Background: an optimization exercise with open tools, aiming at small area. Do not read the settings as production practice.
Only simulation tests tie the RTL to the original design; equivalence was not proved.

== cedar ==
==> flow/design.v (excerpt) <==
module processing_element(activation, weight, out, clk, rst);
Size: ~750 cells after synthesis, roughly 110 flip-flops, about 50 I/O pins.
==> flow/config.mk <==
export PLATFORM = sky130hd
export DESIGN_NAME = processing_element
export DESIGN_NICKNAME = processing_element
export VERILOG_FILES = /design/flow/design.v
export SDC_FILE = /design/flow/constraint.sdc
export NUM_CORES = 4
export LEC_CHECK = 0
export CAP_MARGIN = 0
export CORE_MARGIN = 2
export CORE_UTILIZATION = 40
export CTS_BUF_LIST = sky130_fd_sc_hd__clkbuf_8
export GPL_TIMING_DRIVEN = 0
export SLEW_MARGIN = 0
export SYNTH_HIERARCHICAL = 1
==> flow/constraint.sdc <==
create_clock -name core_clock -period 6.5 [get_ports {clk}]
set_input_delay 1.3000 -clock core_clock [delete_from_list [all_inputs] [get_ports {clk}]]
set_output_delay 1.3000 -clock core_clock [all_outputs]
set_load 0.01 [all_outputs]
standard.sh (not shown) runs the stock make flow with config.mk's settings and CLKGATE_MAP_FILE= SYNTH_SCRIPT=/design/flow/synth_recipe.tcl, a recipe that flattens the netlist after the stock synthesis.
==> flow/flow/run.sh <==
#!/bin/bash
# Standard layout; ports buffered with a small buffer, synthesis buffers removed before placement.
set -euo pipefail
export BUFFER_PORTS_ARGS="-buffer_cell sky130_fd_sc_hd__buf_1"
export REMOVE_ABC_BUFFERS=1
export RECOVER_POWER=100
export CTS_ARGS="-sink_clustering_enable -repair_clock_nets -buf_list sky130_fd_sc_hd__clkbuf_8 -dont_use_dummy_load"
bash standard.sh > standard_flow.log 2>&1
--- input diff cedar..harbor ---
Settings: a change of CORE_UTILIZATION from 40 to 55.
### Flow results
Clock period minus final worst setup slack (higher): harbor
The final layouts of cedar and harbor pass the timing, design-rule and antenna checks.
harbor against cedar: DRC marker count from the first detailed-route iteration now smaller; worst path setup slack after routing shrank by 0.032 ns.
cedar → harbor: number of fillers in the final layout shrank by 672, non-filler instance count after layout now sits lower.
The following lists how yarrow was set up differently from harbor:
Settings: CORE_UTILIZATION now 40, was 55; PLACE_DENSITY now 0.7, previously not set.
Notes after the runs:
Setup slack | yarrow above harbor. harbor → yarrow: half-perimeter wire length after detailed placement decreased 750 um, design area went up by about 1.2%, final period utilization down 1.7 points, row count now sits higher, maximum fanout encountered on the critical timing path has increased. Of yarrow and harbor, the lower non-clock buffer count belongs to harbor.

* * *

before:
Another version of the RTL of processing_element (not shown whole).
Size: roughly 750 cells after synthesis, about 110 flip-flops, roughly 0.0081 mm² of cells after synthesis.
==> flow/config.mk <==
export PLATFORM = sky130hd
export DESIGN_NAME = processing_element
export DESIGN_NICKNAME = processing_element
export VERILOG_FILES = /design/flow/design.v
export SDC_FILE = /design/flow/constraint.sdc
export NUM_CORES = 4
export LEC_CHECK = 0
export CAP_MARGIN = 0
export CORE_MARGIN = 2
export CORE_UTILIZATION = 40
export CTS_BUF_LIST = sky130_fd_sc_hd__clkbuf_8
export GPL_TIMING_DRIVEN = 0
export SLEW_MARGIN = 0
export SYNTH_HIERARCHICAL = 1
==> flow/constraint.sdc <==
create_clock -name core_clock -period 6.5 [get_ports {clk}]
set_input_delay 1.3000 -clock core_clock [delete_from_list [all_inputs] [get_ports {clk}]]
set_output_delay 1.3000 -clock core_clock [all_outputs]
set_load 0.01 [all_outputs]
Scripts as last shown in full above: flow/flow/run.sh
diff inputs: before => after
--- a/flow/config.mk
+++ b/flow/config.mk
@@ -10 +10 @@
-export CORE_UTILIZATION = 40
+export CORE_UTILIZATION = 65
Results
after vs before, instance count: after lower. sky130_fd_sc_hd__nor2_2 as the worst-path cell with the longest stage delay was reported by before, and sky130_fd_sc_hd__fa_1 by after. after against before: worst setup slack -0.11 ns, highest clock rate -1.7%, first-pass GRT wire length +4.1%. after ended with less area growth from synthesis to layout than before. weight[1] as the critical path startpoint was reported by after, and weight[11] by before. Taking before as the reference, in after core utilization picked up an extra 28 points; clock period minus final worst setup slack up 0.11 ns.

* * *

== run A ==
processing_element, a different RTL version from the one above (not shown whole).
Size: roughly 720 cells after synthesis, about 50 I/O pins, about 7800 µm² of cells after synthesis.
// processing_element
module processing_element(activation, weight, out, clk, rst);
Settings: LEC_CHECK=0, CAP_MARGIN=0, CORE_MARGIN=2, CORE_UTILIZATION=40, CTS_BUF_LIST=sky130_fd_sc_hd__clkbuf_8, GPL_TIMING_DRIVEN=0, SLEW_MARGIN=0, SYNTH_HIERARCHICAL=1; clock period 6.5 ns.
==> flow/flow/run.sh <==
#!/bin/bash
# The standard layout (standard.sh, unchanged synthesis) with a few ORFS knobs:
#  - ports buffered with the smallest buffer instead of ORFS's default pick,
#  - synthesis buffers removed before placement (repair_design re-buffers),
#  - power recovery (downsizing of non-critical cells) after global routing,
#  - CTS without dummy load cells.
# All tool output goes to standard_flow.log here and ORFS's own logs under orfs/logs.
set -euo pipefail
export BUFFER_PORTS_ARGS="-buffer_cell sky130_fd_sc_hd__buf_1"
export REMOVE_ABC_BUFFERS=1
export RECOVER_POWER=100
export CTS_ARGS="-sink_clustering_enable -sink_clustering_size 30 -sink_clustering_max_diameter 300 -repair_clock_nets -buf_list sky130_fd_sc_hd__clkbuf_8 -dont_use_dummy_load"
bash standard.sh > standard_flow.log 2>&1
Input-level comparison between run B and run A:
--- a/flow/flow/run.sh
+++ b/flow/flow/run.sh
@@ -12 +12 @@
-export CTS_ARGS="-sink_clustering_enable -sink_clustering_size 30 -sink_clustering_max_diameter 300 -repair_clock_nets -buf_list sky130_fd_sc_hd__clkbuf_8 -dont_use_dummy_load"
+export CTS_ARGS="-repair_clock_nets -buf_list sky130_fd_sc_hd__clkbuf_8 -dont_use_dummy_load"
Notes after the runs:
- Number of ordinary and repair buffers in the finished layout came out exactly the same in run B and run A.
- Run B -> run A: first-iteration DRC count delta 0, exact match
- Comparing run A against run B, there is no change at all in final design utilization.
- Comparing run A against run B, there is no change at all in number of ports placed on the die boundary.
- The setup slack of the worst register-to-register path of run B and that of run A are within noise of each other.
For run C, these inputs were changed with respect to run B:
--- a/flow/flow/run.sh
+++ b/flow/flow/run.sh
@@ -12 +12,3 @@
-export CTS_ARGS="-repair_clock_nets -buf_list sky130_fd_sc_hd__clkbuf_8 -dont_use_dummy_load"
+export SKIP_CTS_REPAIR_TIMING=1
+export SKIP_INCREMENTAL_REPAIR=1
+export CTS_ARGS="-sink_clustering_enable -repair_clock_nets -buf_list sky130_fd_sc_hd__clkbuf_8 -dont_use_dummy_load"
- The sole clean run among run B and run C is run B.
- Run C packs its core more loosely than run B.
- Sequential cell count came out exactly the same in run B and run C.
- Against run B, run C reports a sequential portion of the cell area that is higher.
- On maximum clock frequency: between run B and run C, it ends up lower for run C.
- The slowest cell on the critical path comes out sky130_fd_sc_hd__clkbuf_1 in one run and sky130_fd_sc_hd__a21oi_1 in the other, namely in run B and run C respectively.
- Compared to run B, run C has global-route wire length before repair 0.32% lower.
Modified inputs, run D compared to run C
--- a/flow/flow/run.sh
+++ b/flow/flow/run.sh
@@ -12,2 +11,0 @@
-export SKIP_CTS_REPAIR_TIMING=1
-export SKIP_INCREMENTAL_REPAIR=1
### Flow results
From run C to run D, number of clock-tree buffers in the layout did not move at all.
Re sequential cell area in the final layout: no difference whatsoever between run C and run D.
Run D vs run C, post-route setup TNS went up by 2470 ps.
Looking only at final critical-path required period, and setting everything else aside, the higher value of run D and run C goes to run C.
Register-to-register slack essentially unchanged between run C and run D.
Run D: all stages complete, timing, DRC and antenna checks passed
The following lists how run E was set up differently from run D:
--- a/flow/flow/run.sh
+++ b/flow/flow/run.sh
@@ -11,0 +12 @@
+export SKIP_CTS_REPAIR_TIMING=1
## What came out
Changes observed in run E relative to run D: first-iteration DRC count has increased; worst hold slack across all endpoints has remained practically unchanged; maximum frequency has remained practically unchanged.

* * *

Another version of the RTL of processing_element (not shown whole).
Size: roughly 760 cells after synthesis, ~110 flip-flops, ~50 I/O pins, roughly 8500 um2 of cells after synthesis.
Settings: LEC_CHECK=0, CAP_MARGIN=20, CORE_MARGIN=2, CORE_UTILIZATION=40, CTS_BUF_LIST=sky130_fd_sc_hd__clkbuf_8, GPL_TIMING_DRIVEN=0, SLEW_MARGIN=20, SYNTH_HIERARCHICAL=1; clock period 6.5 ns.
==> flow/flow/run.sh <==
#!/bin/bash
# Standard layout; ports buffered with a small buffer, synthesis buffers removed before placement.
set -euo pipefail
export BUFFER_PORTS_ARGS="-buffer_cell sky130_fd_sc_hd__buf_1"
export REMOVE_ABC_BUFFERS=1
export RECOVER_POWER=100
export CTS_ARGS="-buf_list sky130_fd_sc_hd__clkbuf_16 -repair_clock_nets"
bash standard.sh > standard_flow.log 2>&1
The starting point completed with no timing, DRC or antenna violations.
==> next run, changes <==
==> flow/flow/run.sh (replaced) <==
#!/bin/bash
# Standard layout, with ports buffered by a small buffer instead of ORFS's default choice.
set -euo pipefail
export BUFFER_PORTS_ARGS="-buffer_cell sky130_fd_sc_hd__buf_1"
bash standard.sh > standard_flow.log 2>&1
The changed run completed with no timing, DRC or antenna violations.
Setup slack degrades by 0.0075 ns.
Via count grows by 2.0%.
Global-route usage grows by 1.0 points.
Cell area grows by 0.49%.
Synthesized area does not change.
Register-to-register slack stays flat.
Worst hold slack improves by 0.0094 ns.
Fmax hardly moves.
Synthesized cell count stays the same.
==> next run, changes <==
CORE_UTILIZATION = 60   (was 40)
Effect: The changed run completed with no timing, DRC or antenna violations. Register-to-register slack degrades by 0.09 ns. Fmax goes down by 0.32%. Hold slack degrades by 0.011 ns. Die area goes down by 33%. Global-route usage goes up by 9.4 points. Sequential share of layout area goes up by 0.33 points. Wire length goes up by 2.7%.

* * *

Another version of the RTL of processing_element (not shown whole).
Size: ~880 cells after synthesis, about 110 flip-flops, roughly 50 I/O pins, ~0.0092 sq mm of cells after synthesis.
## processing_element
module processing_element(activation, weight, out, clk, rst);
parameter NON_ZERO_WEIGHTS = 108,
          SPECIAL_CASE = 0,
          FRACTIONAL_BITS = 8,
          BIT_SIZE = 16;
output reg signed [BIT_SIZE-1:0] out;
input [BIT_SIZE-1:0] activation, weight;
input clk, rst;
reg [23:0] s_n;        
reg [15:0] d1, d2, d3, d4;   
reg [6:0] cnt;       
reg valid;           
wire load = (cnt == 0);
wire [23:0] nxt;
wire pp1;
wire pp2;
wire pp3;
wire pp4;
wire pp5;
wire pp6;
wire pp7;
wire pp8;
wire pp9;
wire pp10;
wire pp11;
wire pp12;
wire pp13;
wire pp14;
wire pp15;
wire pp16;
wire pp17;
wire pp18;
wire pp19;
wire pp20;
wire pp21;
wire pp22;
wire pp23;
wire pp24;
wire pp25;
wire pp26;
wire pp27;
wire pp28;
wire pp29;
wire pp30;
wire pp31;
wire pp32;
wire pp33;
wire pp34;
wire pp35;
wire pp36;
wire pp37;
wire pp38;
wire pp39;
wire pp40;
wire pp41;
wire pp42;
wire pp43;
wire pp44;
wire pp45;
wire pp46;
wire pp47;
wire pp48;
wire pp49;
wire pp50;
wire pp51;
wire pp52;
wire pp53;
wire pp54;
wire pp55;
wire pp56;
wire pp57;
wire pp58;
wire pp59;
wire pp60;
wire pp61;
wire pp62;
wire pp63;
wire pp64;
wire pp65;
wire pp66;
wire pp67;
wire pp68;
wire pp69;
wire pp70;
wire pp71;
wire pp72;
wire pp73;
wire pp74;
wire pp75;
wire pp76;
wire pp77;
wire pp78;
wire pp79;
wire pp80;
wire pp81;
wire pp82;
wire pp83;
wire pp84;
wire pp85;
wire pp86;
wire pp87;
wire pp88;
wire pp89;
wire pp90;
wire pp91;
wire pp92;
wire pp93;
wire pp94;
  ...
==> flow/config.mk <==
export PLATFORM = sky130hd
export DESIGN_NAME = processing_element
export DESIGN_NICKNAME = processing_element
export VERILOG_FILES = /design/flow/design.v
export SDC_FILE = /design/flow/constraint.sdc
export NUM_CORES = 4
export LEC_CHECK = 0
export CAP_MARGIN = 20
export CORE_MARGIN = 2
export CORE_UTILIZATION = 40
export GPL_TIMING_DRIVEN = 0
export SLEW_MARGIN = 20
export SYNTH_HIERARCHICAL = 1
==> flow/constraint.sdc <==
create_clock -name core_clock -period 6.5 [get_ports {clk}]
set_input_delay 1.3000 -clock core_clock [delete_from_list [all_inputs] [get_ports {clk}]]
set_output_delay 1.3000 -clock core_clock [all_outputs]
set_load 0.01 [all_outputs]
run.sh (not shown) runs the stock make flow with config.mk's settings and CLKGATE_MAP_FILE= SYNTH_SCRIPT=/design/flow/synth_recipe.tcl, a recipe that flattens the netlist after the stock synthesis.
Stock flow here: none of the scripts above is used.
Edit:
Settings changed: CTS_BUF_LIST from default to sky130_fd_sc_hd__clkbuf_8.
The changed run passed the timing, design-rule and antenna checks.
Wire length is about the same.
Clock skew is higher by 5.9 ps.
Die area is unchanged.
Clock-buffer cell count does not change.
Fmax is lower by 0.57%.
Edit:
Settings changed: CTS_BUF_LIST sky130_fd_sc_hd__clkbuf_8 to default, GPL_TIMING_DRIVEN 0 to default.
Outcome: Via count went up by a few percent; global-route usage went up by 0.42 points.

* * *

Setup of rev 12:
processing_element, a different RTL version from the one above (not shown whole).
Size: about 110 flip-flops.
## processing_element
module processing_element(activation, weight, out, clk, rst);
parameter NON_ZERO_WEIGHTS = 108,
          SPECIAL_CASE = 0,
          FRACTIONAL_BITS = 8,
          BIT_SIZE = 16;
output reg signed [BIT_SIZE-1:0] out;
input [BIT_SIZE-1:0] activation, weight;
input clk, rst;
reg [23:0] s_n;        
reg [15:0] d1, d2, d3, d4;   
reg [6:0] cnt;       
reg valid;           
wire load = (cnt == 0);
wire [23:0] nxt;
wire one1;
wire two2;
wire neg3;
wire none4;
wire ntwo5;
wire nx6;
wire nx7;
wire nx8;
wire nx9;
wire nx10;
wire nx11;
wire nx12;
wire nx13;
wire nx14;
wire nx15;
wire nx16;
wire nx17;
wire nx18;
wire nx19;
wire nx20;
wire nx21;
wire pp22;
wire pp23;
wire pp24;
wire pp25;
wire pp26;
wire pp27;
wire pp28;
wire pp29;
wire pp30;
wire pp31;
wire pp32;
wire pp33;
wire pp34;
wire pp35;
wire pp36;
wire pp37;
wire pp38;
wire one39;
wire two40;
wire neg41;
wire none42;
wire ntwo43;
wire nx44;
wire nx45;
wire nx46;
wire nx47;
wire nx48;
wire nx49;
wire nx50;
wire nx51;
wire nx52;
wire nx53;
wire nx54;
  ...
Settings: LEC_CHECK=0, CAP_MARGIN=0, CORE_MARGIN=2, CORE_UTILIZATION=40, CTS_BUF_LIST=sky130_fd_sc_hd__clkbuf_8, GPL_TIMING_DRIVEN=0, SLEW_MARGIN=0, SYNTH_HIERARCHICAL=1; clock period 6.5 ns.
standard.sh (not shown) runs the stock make flow with config.mk's settings and CLKGATE_MAP_FILE= SYNTH_SCRIPT=/design/flow/synth_recipe.tcl, a recipe that flattens the netlist after the stock synthesis.
==> flow/flow/run.sh <==
#!/bin/bash
# Standard layout; ports buffered with a small buffer, synthesis buffers removed before placement.
set -euo pipefail
export BUFFER_PORTS_ARGS="-buffer_cell sky130_fd_sc_hd__buf_1"
export REMOVE_ABC_BUFFERS=1
export RECOVER_POWER=100
export CTS_ARGS="-sink_clustering_enable -repair_clock_nets -buf_list sky130_fd_sc_hd__clkbuf_8 -dont_use_dummy_load"
bash standard.sh > standard_flow.log 2>&1
Input changes introduced in rev 13 (baseline for comparison: rev 12):
-- flow/flow/run.sh --
<<< rev 12, line 1
#!/bin/bash
# Standard layout; ports buffered with a small buffer, synthesis buffers removed before placement.
set -euo pipefail
>>> rev 13, line 1
#!/bin/bash
# The standard layout (standard.sh, unchanged synthesis) with a few ORFS knobs:
#  - ports buffered with the smallest buffer instead of ORFS's default pick,
#  - synthesis buffers removed before placement (repair_design re-buffers),
#  - power recovery (downsizing of non-critical cells) after global routing,
#  - CTS without dummy load cells.
# All tool output goes to standard_flow.log here and ORFS's own logs under orfs/logs.
set -euo pipefail
## What came out
~same first-pass GRT wire length in rev 13 and rev 12
Rev 12 -> rev 13: number of clock sinks flat
From rev 12 to rev 13, core box area did not move at all.

-- separate check: timing with driven ports --
Ports are ideal in the flow. The routed layouts listed here were re-timed in OpenROAD. Step 1 assumes that a clkbuf_16 drives the clock port and a buf_2 every other input. Step 2, shift: input delay + t, output delay - t, t = (earliest + latest rising clock arrival at the registers) / 2. This alone moves slack from input paths to output paths. a / b / c = ideal ports / drivers / drivers and shift; a / b = the first two.
run | t, ns | slack for setup (ns) | hold WS [ns] | latest minus earliest clock arrival (ns)
cedar | 0.409 | 0.307 / 0.326 / -0.083 | 0.306 / 0.306 / 0.306 | 0.027 / 0.026
harbor | 0.397 | 0.274 / 0.295 / -0.102 | 0.290 / 0.290 / 0.290 | 0.036 / 0.036
yarrow | 0.403 | 0.383 / 0.401 / -0.002 | 0.308 / 0.308 / 0.308 | 0.024 / 0.024
before | 0.398 | 0.339 / 0.356 / -0.042 | 0.313 / 0.313 / 0.313 | 0.030 / 0.030
after | 0.408 | 0.233 / 0.250 / -0.158 | 0.311 / 0.311 / 0.311 | 0.036 / 0.036
run A | 0.383 | 0.272 / 0.276 / -0.107 | 0.302 / 0.302 / 0.302 | 0.045 / 0.045
run B | 0.383 | 0.272 / 0.276 / -0.107 | 0.302 / 0.302 / 0.302 | 0.045 / 0.045
run C | 0.383 | -0.427 / -0.426 / -0.809 | 0.301 / 0.301 / 0.301 | 0.045 / 0.045
run D | 0.383 | 0.272 / 0.276 / -0.107 | 0.302 / 0.302 / 0.302 | 0.045 / 0.045
run E | 0.383 | 0.274 / 0.278 / -0.105 | 0.301 / 0.301 / 0.301 | 0.045 / 0.045
the first run of note 4 | 0.373 | 0.282 / 0.297 / -0.076 | 0.320 / 0.320 / 0.320 | 0.010 / 0.010
the second run of note 4 | 0.383 | 0.274 / 0.290 / -0.093 | 0.330 / 0.330 / 0.330 | 0.010 / 0.010
the third run of note 4 | 0.417 | 0.255 / 0.276 / -0.141 | 0.319 / 0.319 / 0.319 | 0.016 / 0.016
the first run of note 5 | 0.376 | 0.234 / 0.248 / -0.127 | 0.324 / 0.324 / 0.324 | 0.011 / 0.011
the second run of note 5 | 0.394 | 0.198 / 0.209 / -0.185 | 0.327 / 0.327 / 0.327 | 0.018 / 0.018
the third run of note 5 | 0.380 | 0.360 / 0.376 / -0.004 | 0.322 / 0.322 / 0.322 | 0.011 / 0.010
rev 12 | 0.380 | 0.380 / 0.397 / 0.017 | 0.320 / 0.320 / 0.320 | 0.030 / 0.030
rev 13 | 0.380 | 0.380 / 0.397 / 0.017 | 0.320 / 0.320 / 0.320 | 0.030 / 0.030
Met with ideal ports but missed after step 2: setup timing in 15 of these runs. The setup slack of the third run of note 4, which loses most, moves by +0.021 ns with the drivers and by -0.396 ns with both steps.
